This is an optimization exercise on Yosys and OpenROAD, whose aim is small area, a short achievable clock period and few clock cycles per item, not a production implementation. No activity file was given, so power comes from the tool's default toggle rates.

==> flow/design.v <==
module master_dma (
    input  wire        clk,
    input  wire        reset,
    input  wire        trigger,
    input  wire [4:0]  length,
    input  wire [31:0] source_address,
    input  wire [31:0] destination_address,
    output wire        done,
    output wire [31:0] ARADDR,
    output wire        ARVALID,
    input  wire        ARREADY,
    input  wire [31:0] RDATA,
    input  wire        RVALID,
    output wire        RREADY,
    output wire [31:0] AWADDR,
    output wire        AWVALID,
    input  wire        AWREADY,
    output wire [31:0] WDATA,
    output wire        WVALID,
    input  wire        WREADY,
    input  wire        BVALID,
    output wire        BREADY
);
wire [2:0] words = length[4:2];
reg       started;      
reg       done_r;       
reg       b_is_last;    
reg [2:0] b_count;      
wire active = started | trigger;
addr_channel u_ar (.clk(clk), .reset(reset), .base(source_address), .words(words),
                   .active(active), .started(started), .ready(ARREADY),
                   .valid(ARVALID), .addr(ARADDR));
addr_channel u_aw (.clk(clk), .reset(reset), .base(destination_address), .words(words),
                   .active(active), .started(started), .ready(AWREADY),
                   .valid(AWVALID), .addr(AWADDR));
assign WVALID = RVALID & started;
assign WDATA  = RDATA;
assign RREADY = WREADY;
assign BREADY = 1'b1;
wire b_last = BVALID & b_is_last;
assign done = done_r | b_last;
wire [2:0] b_count_next = b_count + {2'd0, BVALID};
always @(posedge clk) begin
    if (reset) begin
        started   <= 1'b0;
        done_r    <= 1'b0;
        b_count   <= 3'd0;
    end else begin
        if (trigger)
            started <= 1'b1;
        if (b_last)
            done_r <= 1'b1;
        b_count   <= b_count_next;
    end
end
always @(posedge clk)
    b_is_last <= (b_count_next + 3'd1 == words);
endmodule
module addr_channel (
    input  wire        clk,
    input  wire        reset,
    input  wire [31:0] base,
    input  wire [2:0]  words,
    input  wire        active,
    input  wire        started,
    input  wire        ready,
    output wire        valid,
    output wire [31:0] addr
);
localparam GROUP = 27;                  
localparam NG = (27 + GROUP - 1) / GROUP;
reg           left;                     
reg  [2:0]    low;                      
reg  [NG-1:0] gcarry;                   
assign valid = left & active;
wire   accept = valid & ready;
assign addr[1:0] = base[1:0];
assign addr[4:2] = started ? low : base[4:2];
wire [2:0] low_next = addr[4:2] + {2'd0, accept};
wire [2:0] low_end  = base[4:2] + words;
wire       carry_next = gcarry[0] | (accept & (&addr[4:2]));
genvar k, g;
generate
    for (k = 5; k < 32; k = k + 1) begin : g_inc
        if ((k - 5) % GROUP == 0) begin : g_first
            assign addr[k] = base[k] ^ gcarry[(k - 5) / GROUP];
        end else begin : g_rest
            assign addr[k] = base[k] ^ (gcarry[(k - 5) / GROUP] & (&base[k-1:5 + GROUP * ((k - 5) / GROUP)]));
        end
    end
    for (g = 0; g < NG; g = g + 1) begin : g_carry
        wire next;
        if (g == 0) begin : g_low
            assign next = carry_next;
        end else begin : g_high
            assign next = carry_next & (&base[5 + GROUP * g - 1:5]);
        end
        always @(posedge clk) begin
            if (reset)
                gcarry[g] <= 1'b0;
            else
                gcarry[g] <= next;
        end
    end
endgenerate
always @(posedge clk)
    low <= low_next;
always @(posedge clk) begin
    if (reset)
        left <= 1'b1;
    else if (accept && low_next == low_end)
        left <= 1'b0;
end
endmodule
module dma_top (
    input  wire        clk,
    input  wire        reset,
    input  wire        trigger,
    input  wire [4:0]  length,
    input  wire [31:0] source_address,
    input  wire [31:0] destination_address,
    output wire        done,
    output wire [31:0] ARADDR,
    output wire        ARVALID,
    input  wire        ARREADY,
    input  wire [31:0] RDATA,
    input  wire        RVALID,
    output wire        RREADY,
    output wire [31:0] AWADDR,
    output wire        AWVALID,
    input  wire        AWREADY,
    output wire [31:0] WDATA,
    output wire        WVALID,
    input  wire        WREADY,
    input  wire        BVALID,
    output wire        BREADY
);
master_dma u_dma (
    .clk(clk),
    .reset(reset),
    .trigger(trigger),
    .length(length),
    .source_address(source_address),
    .destination_address(destination_address),
    .done(done),
    .ARADDR(ARADDR),
    .ARVALID(ARVALID),
    .ARREADY(ARREADY),
    .RDATA(RDATA),
    .RVALID(RVALID),
    .RREADY(RREADY),
    .AWADDR(AWADDR),
    .AWVALID(AWVALID),
    .AWREADY(AWREADY),
    .WDATA(WDATA),
    .WVALID(WVALID),
    .WREADY(WREADY),
    .BVALID(BVALID),
    .BREADY(BREADY)
);
endmodule
==> flow/config.mk <==
export PLATFORM = sky130hd
export DESIGN_NAME = dma_top
export DESIGN_NICKNAME = dma_top
export VERILOG_FILES = /design/flow/design.v
export SDC_FILE = /design/flow/constraint.sdc
export NUM_CORES = 4
export LEC_CHECK = 0
export CAP_MARGIN = 20
export CORE_MARGIN = 2
export CORE_UTILIZATION = 45
export SLEW_MARGIN = 20
==> flow/constraint.sdc <==
create_clock -name core_clock -period 3.5 [get_ports {clk}]
set_input_delay 0.7000 -clock core_clock [delete_from_list [all_inputs] [get_ports {clk}]]
set_output_delay 0.7000 -clock core_clock [all_outputs]
set_load 0.01 [all_outputs]
standard.sh (not shown) runs the stock make flow with config.mk's settings and CLKGATE_MAP_FILE= SYNTH_SCRIPT=/design/flow/synth_recipe.tcl, a recipe that flattens the netlist after the stock synthesis.
==> flow/flow/run.sh <==
#!/bin/bash
# ORFS layout with two changes from the standard one:
#  - synthesis maps the logic with a plain delay-oriented ABC script (no
#    full/half-adder extraction, no ABC buffering or resizing); everything else
#    in synthesis, including the registers, is the standard synthesis;
#  - the port buffers are the smallest buffer cell.
set -euo pipefail
here=$(pwd)
rm -rf "$here/scripts_abc"
cp -r "$FLOW_HOME/scripts" "$here/scripts_abc"
printf '&get -n\n&st\n&dch\n&nf -p\n&put\n' > "$here/scripts_abc/abc_speed.script"
bash standard.sh "SCRIPTS_DIR=$here/scripts_abc" 'ADDER_MAP_FILE=' synth > synth.log 2>&1
bash standard.sh 'BUFFER_PORTS_ARGS=-buffer_cell sky130_fd_sc_hd__buf_1' finish > layout.log 2>&1
Rerun with:
--- a/flow/design.v
+++ b/flow/design.v
@@ -65,11 +65,11 @@
     input  wire        started,
     input  wire        ready,
     output wire        valid,
     output wire [31:0] addr
 );
-localparam GROUP = 27;                  
+localparam GROUP = 3;                   
 localparam NG = (27 + GROUP - 1) / GROUP;
 reg           left;                     
 reg  [2:0]    low;                      
 reg  [NG-1:0] gcarry;                   
 assign valid = left & active;
=> Clock-buffer cell count climbs by 3; sequential cell count climbs by 16; setup slack is better by 0.60 ns; core utilization drops by 0.39 points; global-route usage drops by 1.4 points; worst hold slack is better by 0.0041 ns; cell area climbs by 16%; via count climbs by 4.2%; power climbs by about 60%; maximum frequency climbs by about 24%.
No run of this note included a check of the RTL's function; only the layout flow was run.

-- re-timing with driven ports --
How much do the figures lean on ideal ports? The routed layouts below were timed once more, with nothing changed but the port constraints. Step 1 (the two cells are an assumption about what drives the block):
set clk [get_ports {clk}]
set_driving_cell -lib_cell sky130_fd_sc_hd__clkbuf_16 $clk
set_driving_cell -lib_cell sky130_fd_sc_hd__buf_2 [delete_from_list [all_inputs] $clk]
Step 2 times the ports against the registers' clock, not the clock port: input delays grow and output delays shrink by t, the midpoint of the rising clock arrivals with the driver on. a / b / c = no drivers / after step 1 / after step 2; a / b = the first two.
run	t, ns	setup slack, ns	worst hold slack (ns)
the first run	0.267	0.383 / 0.359 / 0.359	0.472 / 0.472 / 0.472
the second run	0.303	0.983 / 0.983 / 0.822	0.476 / 0.476 / 0.476
After both steps setup and hold are still met in every run listed. For the second run, which loses most, drivers alone change the setup slack by 0.000 ns; drivers and shift together by -0.161 ns.
